From an optimization exercise on the open Yosys and OpenROAD flow, aimed at small area; shortcuts taken in it are not production practice.
In this exercise RTL edits were held to simulation tests only and were not proved equivalent to the original.
No activity file was given, so power comes from the tool's default toggle rates.

==> inputs of build 10 <==
## cpu65xx
module cpu65xx(clk, enable, reset, nmi_n, irq_n, so_n, din, dout, addr, we, debugOpcode, debugPc, debugA, debugX, debugY, debugS);
  input clk;
  wire clk;
  input enable;
  wire enable;
  input reset;
  wire reset;
  input nmi_n;
  wire nmi_n;
  input irq_n;
  wire irq_n;
  input so_n;
  wire so_n;
  input [7:0] din;
  wire [7:0] din;
  output [7:0] dout;
  wire [7:0] dout;
  output [15:0] addr;
  reg [15:0] addr;
  output we;
  wire we;
  output [7:0] debugOpcode;
  reg [7:0] debugOpcode;
  output [15:0] debugPc;
  reg [15:0] debugPc;
  output [7:0] debugA;
  reg [7:0] debugA;
  output [7:0] debugX;
  reg [7:0] debugX;
  output [7:0] debugY;
  reg [7:0] debugY;
  output [7:0] debugS;
  reg [7:0] debugS;
  wire [7:0] _0000_;
  wire _0001_;
  wire _0002_;
  wire _0003_;
  wire _0004_;
  wire _0005_;
  wire _0006_;
  wire _0007_;
  wire _0008_;
  wire _0009_;
  wire _0010_;
  wire _0011_;
  wire _0012_;
  wire _0013_;
  wire _0014_;
  wire _0015_;
  wire _0016_;
  wire _0017_;
  wire _0018_;
  wire _0019_;
  wire _0020_;
  wire _0021_;
  wire _0022_;
  wire _0023_;
  wire _0024_;
  wire _0025_;
  wire _0026_;
  wire _0027_;
  wire _0028_;
  wire _0029_;
  wire _0030_;
  wire _0031_;
  wire _0032_;
  wire _0033_;
  wire _0034_;
  wire _0035_;
  wire _0036_;
  wire _0037_;
  wire _0038_;
  wire _0039_;
  wire _0040_;
  wire _0041_;
  wire _0042_;
  wire _0043_;
  wire _0044_;
  wire _0045_;
  wire _0046_;
  wire _0047_;
  wire _0048_;
  wire _0049_;
  wire _0050_;
  wire _0051_;
  wire _0052_;
  wire _0053_;
  wire _0054_;
  wire _0055_;
  wire _0056_;
  wire _0057_;
  wire _0058_;
  wire _0059_;
  wire _0060_;
  wire _0061_;
  wire _0062_;
  wire _0063_;
  wire _0064_;
  wire _0065_;
  wire _0066_;
  wire _0067_;
  wire _0068_;
  wire _0069_;
  wire _0070_;
  wire _0071_;
  ...
clock: 10.0 ns
lec_check: 0
abc_area: 1
cap_margin: 20
core_margin: 2
core_utilization: 65
slew_margin: 20
standard.sh (not shown) runs the stock make flow with config.mk's settings and CLKGATE_MAP_FILE= SYNTH_SCRIPT=/design/flow/synth_recipe.tcl, a recipe that flattens the netlist after the stock synthesis.
==> flow/flow/run.sh <==
#!/bin/bash
# Standard ORFS layout (the standard.sh), with two changes:
#  - the port buffers are the smallest buffer (buf_1) instead of the
#    default choice;
#  - clock tree synthesis inserts no dummy loads.
set -euo pipefail
export BUFFER_PORTS_ARGS="-buffer_cell sky130_fd_sc_hd__buf_1"
export CTS_ARGS="-sink_clustering_enable -repair_clock_nets -dont_use_dummy_load"
bash standard.sh > standard.log 2>&1
==> trial 8: changes against build 10 <==
ABC_AREA = not set   (was 1)
ABC_CLOCK_PERIOD_IN_PS = 14000   (was not set)
CORE_UTILIZATION = 40   (was 65)
==> notes <==
- Of build 10 and trial 8, build 10 has the higher final cell count (gap about 9%, measured against trial 8).
- In count of clock-buffer cells in the layout, trial 8 and build 10 do not differ.
- In trial 8 the clock power is smaller than in build 10, by about 2%.
- Between build 10 and trial 8, the lower die area is in build 10 (gap about 37%, measured against trial 8).
- In trial 8 the sequential share of layout area is lower than in build 10, by 0.12 points.
- Against trial 8, the via count of build 10 is larger by about 9%.
- In build 10 the non-clock buffer count is lower than in trial 8, by 21.
- Between trial 8 and build 10, the lower core utilization is in trial 8 (gap 27 points).
- Sequential power: build 10 is lower than trial 8 (about 2%).
- Sequential cell count is the same in build 10 and trial 8.
- Against trial 8, the combinational power of build 10 is higher by 7.6%.
==> figures <==
| quantity | trial 8 | build 10 |
|---|---|---|
| Run status | no timing/DRC/antenna violations | no timing/DRC/antenna violations |
| Fraction of power consumed by combinational cells | 41.4% | 43.3% |
| Maximum operating frequency | 0.106 GHz | 0.106 GHz |
| Synth Cell Area | 0.00991 mm^2 | 0.00995 mm^2 |
| Area share of xor/xnor cells in the synthesized design | 2.74% | 1.66% |
| Share of the final layout cell area in multi-input gates | 60.3% | 56.5% |
| Area inside the core boundary | 0.0243 mm^2 | 0.0151 mm^2 |
| Area of all placed cells without fillers | 0.0108 mm^2 | 0.0107 mm^2 |
| Data arrival, critical path | 9.77 ns | 9.49 ns |
| Highest fanout seen on the critical path | 22 | 10 |
| Setup crit start | debugOpcode[2]$_SDFFCE_PP1P_ | debugOpcode[7]$_SDFFCE_PP0P_ |
| Simple-gate share of the synthesized area | 22.0% | 32.2% |
| Share of cells above drive strength 1 | 10.6% | 12.2% |
| Final Power | 1.50 mW | 1.54 mW |
| Non-CTS inverters | 55 | 247 |
| Power density cells | 139 mW/mm^2 | 144 mW/mm^2 |
| Critical Path Max Stage Delay | 0.90 ns | 0.81 ns |
| Met2 Routed Length | 18300 um | 15300 um |
| Syn nets | 1192 | 1431 |
| First-pass GRT wire length | 59900 um | 54800 um |
| Initial cell density of the core | 40.7% | 66.0% |
| Register area share after synthesis | 28.9% | 28.8% |
| Share of the core filled with cells in the final layout | 44.2% | 71.0% |


==> job 1718: inputs <==
Another version of the RTL of cpu65xx (not shown whole).
export LEC_CHECK = 0
export CAP_MARGIN = 20
export CORE_MARGIN = 2
export CORE_UTILIZATION = 65
export SLEW_MARGIN = 20
create_clock -name core_clock -period 10.0 [get_ports {clk}]
Scripts as last shown in full above: flow/flow/run.sh
==> job 4157 (differences from job 1718) <==
ABC_AREA = 1   (was default)
==> job 7186 (differences from job 1718) <==
ABC_AREA = 1   (was default)
CORE_UTILIZATION = 55   (was 65)
==> notes <==
Job 7186 passed the timing, design-rule and antenna checks. Job 1718 ran to the end with no violations. Job 4157 finished with timing, DRC and antenna clean. Critical path depth is the same in job 4157 and job 7186. Clock power is about the same in job 7186 and job 1718. Of job 1718 and job 4157, job 1718 has the higher synthesized area (gap about 3.5%, measured against job 4157). Setup slack: job 7186 > job 4157 > job 1718. In job 7186 the via count is smaller than in job 1718, by about 1.4%. The lowest routed wire length belongs to job 4157, the highest to job 1718. Register-to-register slack, lowest first: job 1718, job 4157, job 7186. In job 4157 the combinational power is larger than in job 7186, by about 0.7%.
==> figures <==
|  | job 4157 | job 7186 | job 1718 |
|---|---|---|---|
| Outcome | no timing/DRC/antenna violations | no timing/DRC/antenna violations | no timing/DRC/antenna violations |
| Die height | 125 µm | 135 µm | 127 µm |
| Worst relative slew slack | 23.8% | 32.3% | 19.0% |
| Nonclk buf count | 100 | 103 | 124 |
| Post-place instance area | 0.0100 mm² | 0.0101 mm² | 0.0103 mm² |
| # rows | 44 | 47 | 44 |
| Gate count of the mapped netlist | 1269 | 1269 | 1111 |
| Length of routed wiring on met1 | 12900 µm | 14300 µm | 13700 µm |
| Worst flop-to-flop path endpoint | debugPc[15] | debugPc[15] | addr[15] |
| Routed via count divided by cell count | 6.53 | 6.31 | 7.49 |
| Met3 usage | 10.9% | 8.68% | 11.6% |
| Hold WS | 0.504 ns | 0.525 ns | 0.477 ns |
| Cell count after placement | 1535 | 1573 | 1343 |
| Syn Nets | 1352 | 1352 | 1194 |
| Non-Clock Buffer Area Fraction | 3.89% | 4.09% | 5.51% |
| Worst Setup Slack post-DPL | 1.24 ns | 1.32 ns | 0.734 ns |
| Global routing met1 resource utilization | 60.1% | 56.3% | 62.2% |

[afterwards: timing with drivers on the ports]
The flow's constraints put no driver on any port. The routed layouts listed below were extracted and timed again, unchanged, in two steps. Step 1: set_driving_cell puts a clkbuf_16 on clk and a buf_2 on each other input, an assumption about the parent block. Step 2, shift: input delay + t, output delay - t, t = (earliest + latest rising clock arrival at the registers) / 2. This alone moves slack from input paths to output paths. Slacks: ideal ports / drivers / drivers and shift; pairs: ideal ports / drivers.
| run | shift t [ns] | setup slack, ns | worst register clock-pin slew, ns | cell pins on the clock port's net |
|---|---|---|---|---|
| build 10 | 0.400 | 0.591 / 0.591 / 0.591 | 0.08 / 0.08 | 1 |
| trial 8 | 0.398 | 0.529 / 0.529 / 0.529 | 0.08 / 0.08 | 1 |
| job 1718 | 0.400 | 0.535 / 0.535 / 0.535 | 0.08 / 0.08 | 1 |
| job 4157 | 0.404 | 0.993 / 0.946 / 1.093 | 0.08 / 0.08 | 1 |
| job 7186 | 0.405 | 1.154 / 1.107 / 1.217 | 0.08 / 0.08 | 1 |
After both steps every run listed still meets setup and hold.
